This is an optimization exercise on Yosys and OpenROAD, whose aim is small area, a short achievable clock period and few clock cycles, not a production implementation. In this exercise RTL edits were held to simulation tests only and were not proved equivalent to the original. Power and IR drop assume default switching activity.

## build 40
==> flow/design.v <==
`timescale 1ns / 1ps
module EditDistance(
output wire [31:0] addr_rom_0,
input  wire [1:0]  data_o_0,
output wire [31:0] addr_rom_1,
input  wire [1:0]  data_o_1,
input  wire clk,
input  wire rst,
output reg         result_en,
output wire [31:0] result_addr,
output wire [31:0] result
);
localparam P    = 16;         
localparam N    = 1640;       
localparam W    = N - P + 1;  
localparam NB   = 2;          
localparam CW   = P / NB;     
reg        ph;
reg [10:0] cnt;
reg        done;
reg [10:0] raddr;
localparam [10:0] FIRST = 11'd19 + NB;
localparam [10:0] LAST  = W - 1;
always @(posedge clk) begin
    if (rst) begin
        ph    <= 1'b0;
        cnt   <= 11'd0;
        done  <= 1'b0;
        result_en <= 1'b0;
        raddr <= 11'd0;
    end else begin
        if (!ph && cnt[3:0] == 4'd15) begin
            ph  <= 1'b1;
            cnt <= 11'd0;
        end else begin
            cnt <= cnt + 11'd1;
        end
        if (ph && (cnt & FIRST) == FIRST && !done)
            result_en <= 1'b1;
        if (result_en) begin
            raddr <= raddr + 11'd1;
            if ((raddr & LAST) == LAST) begin
                result_en <= 1'b0;
                done <= 1'b1;
            end
        end
    end
end
wire ld = !ph || cnt[10:1] == 10'd0;
assign addr_rom_0  = {21'd0, cnt};
assign addr_rom_1  = {28'd0, cnt[3:0]};
assign result_addr = {21'd0, raddr};
reg [1:0] pat [0:P-1];
always @(posedge clk) begin : pat_shift
    integer j;
    if (ld) begin
        pat[P-1] <= data_o_1;
        for (j = 0; j < P-1; j = j + 1) pat[j] <= pat[j+1];
    end
end
wire [1:0] tsel [0:NB-1];
assign tsel[0] = data_o_0;
genvar g;
for (g = 1; g < NB; g = g + 1) begin : tdel
    reg [1:0] q;
    if (g == 1) begin : d1
        always @(posedge clk) q <= data_o_0;
    end else begin : dn
        always @(posedge clk) q <= tdel[g-1].q;
    end
    assign tsel[g] = q;
end
reg [P-1:0] m;
wire [P-1:0] mn = ~m;
always @(posedge clk) begin : match
    integer j;
    for (j = 0; j < P; j = j + 1) m[j] <= (tsel[j / CW] == pat[j]);
end
wire [P-1:0] vr [0:P];
genvar r, k, c;
for (k = 0; k < P; k = k + 1) begin : top
    assign vr[0][k] = (k % 2 == 1);           
end
for (r = 1; r <= P; r = r + 1) begin : row
    reg [P-1:0] vq;
    wire [NB:0] aout;              
    reg  [NB:0] aq;
    always @(posedge clk) aq <= aout;
    assign aout[0] = 1'b0;
    for (k = 0; k < NB; k = k + 1) begin : blk
        wire [CW:0] a;                 
        assign a[0] = (k == 0) ? ((r % 2) == 1) : aq[k];
        for (c = 0; c < CW; c = c + 1) begin : cl
            localparam J = k*CW + c;
            wire mm = m[J];
            wire v  = vr[r-1][J];
            if (r == 1 || J == 0) begin : edge_cell
                if ((r + J) % 2 == 0) begin : ev
                    assign a[c+1] = ~((mm | a[c]) & v);
                    always @(posedge clk) vq[J] <= ~((~mm & v) | a[c]);
                end else begin : od
                    assign a[c+1] = ~((a[c] & ~mm) | v);
                    always @(posedge clk) vq[J] <= ~((mm | v) & a[c]);
                end
            end else begin : inner
                wire vo;
                if ((r + J) % 2 == 0) begin : ev
                    EdCellE u (.a(a[c]), .v(v), .m(mm), .mn(mn[J]), .ao(a[c+1]), .vo(vo));
                end else begin : od
                    EdCellO u (.a(a[c]), .v(v), .m(mm), .mn(mn[J]), .ao(a[c+1]), .vo(vo));
                end
                always @(posedge clk) vq[J] <= vo;
            end
        end
        assign aout[k+1] = a[CW];
    end
    assign vr[r] = vq;
end
wire [P-1:0] nbr16;
for (k = 0; k < P; k = k + 1) begin : fix
    assign nbr16[k] = (k % 2 == 0) ? ~vr[P][k] : vr[P][k];
end
localparam HALF = 8;
localparam G    = P / HALF;
function [3:0] popg;
input [7:0] v;
reg [7:0] s;
reg x;
begin
    s = v;
    x = s[0] & s[1]; s[1] = s[0] | s[1]; s[0] = x;
    x = s[2] & s[3]; s[3] = s[2] | s[3]; s[2] = x;
    x = s[0] & s[2]; s[2] = s[0] | s[2]; s[0] = x;
    x = s[1] & s[3]; s[3] = s[1] | s[3]; s[1] = x;
    x = s[1] & s[2]; s[2] = s[1] | s[2]; s[1] = x;
    x = s[4] & s[5]; s[5] = s[4] | s[5]; s[4] = x;
    x = s[6] & s[7]; s[7] = s[6] | s[7]; s[6] = x;
    x = s[4] & s[6]; s[6] = s[4] | s[6]; s[4] = x;
    x = s[5] & s[7]; s[7] = s[5] | s[7]; s[5] = x;
    x = s[5] & s[6]; s[6] = s[5] | s[6]; s[5] = x;
    x = s[0] & s[4]; s[4] = s[0] | s[4]; s[0] = x;
    x = s[2] & s[6]; s[6] = s[2] | s[6]; s[2] = x;
    x = s[2] & s[4]; s[4] = s[2] | s[4]; s[2] = x;
    x = s[1] & s[5]; s[5] = s[1] | s[5]; s[1] = x;
    x = s[3] & s[7]; s[7] = s[3] | s[7]; s[3] = x;
    x = s[3] & s[5]; s[5] = s[3] | s[5]; s[3] = x;
    x = s[1] & s[2]; s[2] = s[1] | s[2]; s[1] = x;
    x = s[3] & s[4]; s[4] = s[3] | s[4]; s[3] = x;
    x = s[5] & s[6]; s[6] = s[5] | s[6]; s[5] = x;
    popg[0] = (s[7] & ~s[6]) | (s[5] & ~s[4]) | (s[3] & ~s[2]) | (s[1] & ~s[0]);
    popg[1] = (s[6] & ~s[5]) | (s[5] & ~s[4]) | (s[2] & ~s[1]) | (s[1] & ~s[0]);
    popg[2] = (s[4] & ~s[3]) | (s[3] & ~s[2]) | (s[2] & ~s[1]) | (s[1] & ~s[0]);
    popg[3] = (s[0]);
end
endfunction
wire [4-1:0] pal [0:G-1];
for (k = 0; k < G; k = k + 1) begin : grp
    localparam DL = NB - 1 - (k * HALF) / CW;    
    reg [4-1:0] pc [0:DL];
    always @(posedge clk) pc[0] <= popg(nbr16[k*HALF +: HALF]);
    for (c = 1; c <= DL; c = c + 1) begin : dly
        always @(posedge clk) pc[c] <= pc[c-1];
    end
    assign pal[k] = pc[DL];
end
reg [4:0] zeros;
always @(posedge clk) begin : tot
    integer j;
    reg [4:0] z;
    z = 5'd0;
    for (j = 0; j < G; j = j + 1) z = z + pal[j];
    zeros <= z;
end
assign result = {26'd0, zeros, 1'b0};
endmodule
module EdCellE(input wire a, input wire v, input wire m, input wire mn,
               output wire ao, output wire vo);
    assign ao = ~((m | a) & v);
    assign vo = ~((mn & v) | a);
endmodule
module EdCellO(input wire a, input wire v, input wire m, input wire mn,
               output wire ao, output wire vo);
    assign ao = ~((mn & a) | v);
    assign vo = ~((m | v) & a);
endmodule
export LEC_CHECK = 0
export ABC_AREA = 1
export CAP_MARGIN = 20
export CORE_MARGIN = 2
export CORE_UTILIZATION = 70
export CTS_BUF_LIST = sky130_fd_sc_hd__clkbuf_16
export CTS_CLUSTER_DIAMETER = 100
export CTS_CLUSTER_SIZE = 30
export GPL_TIMING_DRIVEN = 0
export PLACE_DENSITY = 0.8
export SETUP_SLACK_MARGIN = 2.9
export SLEW_MARGIN = 20
export SYNTH_HIERARCHICAL = 1
create_clock -name core_clock -period 5.0 [get_ports {clk}]
standard.sh (not shown) runs the stock make flow with config.mk's settings and CLKGATE_MAP_FILE= SYNTH_SCRIPT=/design/flow/synth_recipe.tcl, a recipe that flattens the netlist after the stock synthesis.
==> flow/flow/run.sh <==
#!/bin/bash
set -euo pipefail
bash standard.sh \
  "CTS_ARGS=-sink_clustering_enable -repair_clock_nets -sink_clustering_size 30 -sink_clustering_max_diameter 100 -buf_list sky130_fd_sc_hd__clkbuf_16 -dont_use_dummy_load" \
  finish > flow.log 2>&1
Testbench counts of build 40, summed over its fixed seeds: cycles 53,248.
> inputs changed (build 40 -> build 73)
Settings: CTS_CLUSTER_SIZE no longer set, was 30; CTS_BUF_LIST no longer set, was sky130_fd_sc_hd__clkbuf_16; CTS_CLUSTER_DIAMETER no longer set, was 100; GPL_TIMING_DRIVEN no longer set, was 0; SETUP_SLACK_MARGIN now 3.05, was 2.9.
--- a/flow/flow/run.sh
+++ b/flow/flow/run.sh
@@ -3,3 +3,4 @@
 bash standard.sh \
   "CTS_ARGS=-sink_clustering_enable -repair_clock_nets -sink_clustering_size 30 -sink_clustering_max_diameter 100 -buf_list sky130_fd_sc_hd__clkbuf_16 -dont_use_dummy_load" \
+  SKIP_REPAIR_TIE_FANOUT=1 \
   finish > flow.log 2>&1
==> comparison <==
- Global-route usage: build 40 and build 73 compared, lower one is build 73
- On top achievable clock speed: between build 40 and build 73, it ends up higher for build 73.
- Build 73 vs. build 40: power share of the clock group essentially unchanged, routed wire length decreased about 9%.
- Against build 40, total net switching power in build 73 came out better.
Relative to build 73, the following input files were edited for build 49:
Settings: putting CTS_CLUSTER_DIAMETER at 80 where nothing was set; putting CTS_CLUSTER_SIZE at 24 where nothing was set; putting CTS_BUF_LIST at sky130_fd_sc_hd__clkbuf_16 where nothing was set; swapping 3.05 for 2.9 in SETUP_SLACK_MARGIN.
==> flow/run.sh (new file) <==
#!/bin/bash
# synth_recipe.tcl (not shown) runs the flow's synth.tcl, then flattens the netlist and writes it again
# the make line also repeats each setting of config.mk as NAME=value (left out here)
make -C /OpenROAD-flow-scripts/flow DESIGN_CONFIG=/design/flow/config.mk WORK_HOME=/design/flow/orfs CLKGATE_MAP_FILE= SYNTH_SCRIPT=/design/flow/synth_recipe.tcl finish
removed: flow/flow/run.sh
removed: flow/standard.sh
### Flow results
Build 49 finished end to end and its layout was clean on timing, DRC and antenna. Going from build 73 to build 49, number of global-route vias before repair grows by 143. In terms of combined flip-flop and latch cell area, build 73 and build 49 differ only marginally. Maximum achievable frequency, build 73 and build 49: smaller value in build 49. Compared with build 73, in build 49 cell count went up 7.1%; total power climbed 3.1%. Critical path capture point = addr_rom_0[0]: build 73; critical path capture point = row[12].vq[15]: build 49.
Edits applied to the flow inputs when going from build 49 to build 90:
Settings: removing CTS_CLUSTER_SIZE (formerly 24); removing CTS_BUF_LIST (formerly sky130_fd_sc_hd__clkbuf_16); removing CTS_CLUSTER_DIAMETER (formerly 80); changing SETUP_SLACK_MARGIN from 2.9 to 3.05.
==> flow/flow/run.sh (new file) <==
#!/bin/bash
set -euo pipefail
bash standard.sh \
  "CTS_ARGS=-sink_clustering_enable -repair_clock_nets -sink_clustering_size 24 -sink_clustering_max_diameter 80 -buf_list sky130_fd_sc_hd__clkbuf_16 -dont_use_dummy_load" \
  SKIP_REPAIR_TIE_FANOUT=1 \
  finish > flow.log 2>&1
==> flow/standard.sh (new file) <==
#!/bin/bash
# synth_recipe.tcl (not shown) runs the flow's synth.tcl, then flattens the netlist and writes it again
# the make line also repeats each setting of config.mk as NAME=value (left out here)
make -C /OpenROAD-flow-scripts/flow DESIGN_CONFIG=/design/flow/config.mk WORK_HOME=/design/flow/orfs CLKGATE_MAP_FILE= SYNTH_SCRIPT=/design/flow/synth_recipe.tcl "${@:-finish}"
removed: flow/run.sh
### Flow results
Build 90: post-synthesis to final-layout area growth is 1.8 points lower than what build 49 reported.
Of build 49 and build 90, the higher post-detailed-placement cell area belongs to build 49.
Each of the runs, namely build 49 and build 90, reached the end of the flow and came out clean.
Going from build 49 to build 90, number of vias per cell went up; portion of the layout cell area used by non-clock buffers shows an increase of 0.87 points; non-clock inverter total of the final layout decreased 2.
The power in sequential cells was comparable across build 49 and build 90.
Utilization of the core after routing delta for build 90 relative to build 49: 1.3 points lower
Between build 90 and build 49, it is build 90 whose cell area is lower, by 220 µm².

## port drivers added, routing unchanged
No port has a modelled driver above. Below, the same layouts with a new extraction and two added sets of constraints.
Step 1 (the two cells are an assumption about what drives the block):
set clk [get_ports {clk}]
set_driving_cell -lib_cell sky130_fd_sc_hd__clkbuf_16 $clk
set_driving_cell -lib_cell sky130_fd_sc_hd__buf_2 [delete_from_list [all_inputs] $clk]
Step 2 also shifts input and output timing later by t, the mid clock arrival at the registers, as if the neighbouring blocks saw the same clock.
Slacks: no drivers / after step 1 / after step 2; pairs: no drivers / after step 1.
run | t, ns | slack for setup (ns) | hold WS [ns] | latest minus earliest clock arrival (ns) | cell pins on the clock port's net
build 40 | 0.514 | 2.914 / 2.867 / 2.711 | 0.338 / 0.338 / 0.338 | 0.066 / 0.066 | 1
build 73 | 0.499 | 3.023 / 2.981 / 2.788 | 0.340 / 0.340 / 0.340 | 0.061 / 0.060 | 1
build 49 | 0.539 | 2.875 / 2.875 / 2.468 | 0.334 / 0.334 / 0.334 | 0.023 / 0.022 | 1
build 90 | 0.531 | 3.018 / 2.975 / 2.769 | 0.329 / 0.329 / 0.329 | 0.028 / 0.028 | 1
After both steps every run listed still meets setup and hold. For build 49, which loses most, drivers alone change the setup slack by 0.000 ns; drivers and shift together by -0.407 ns.
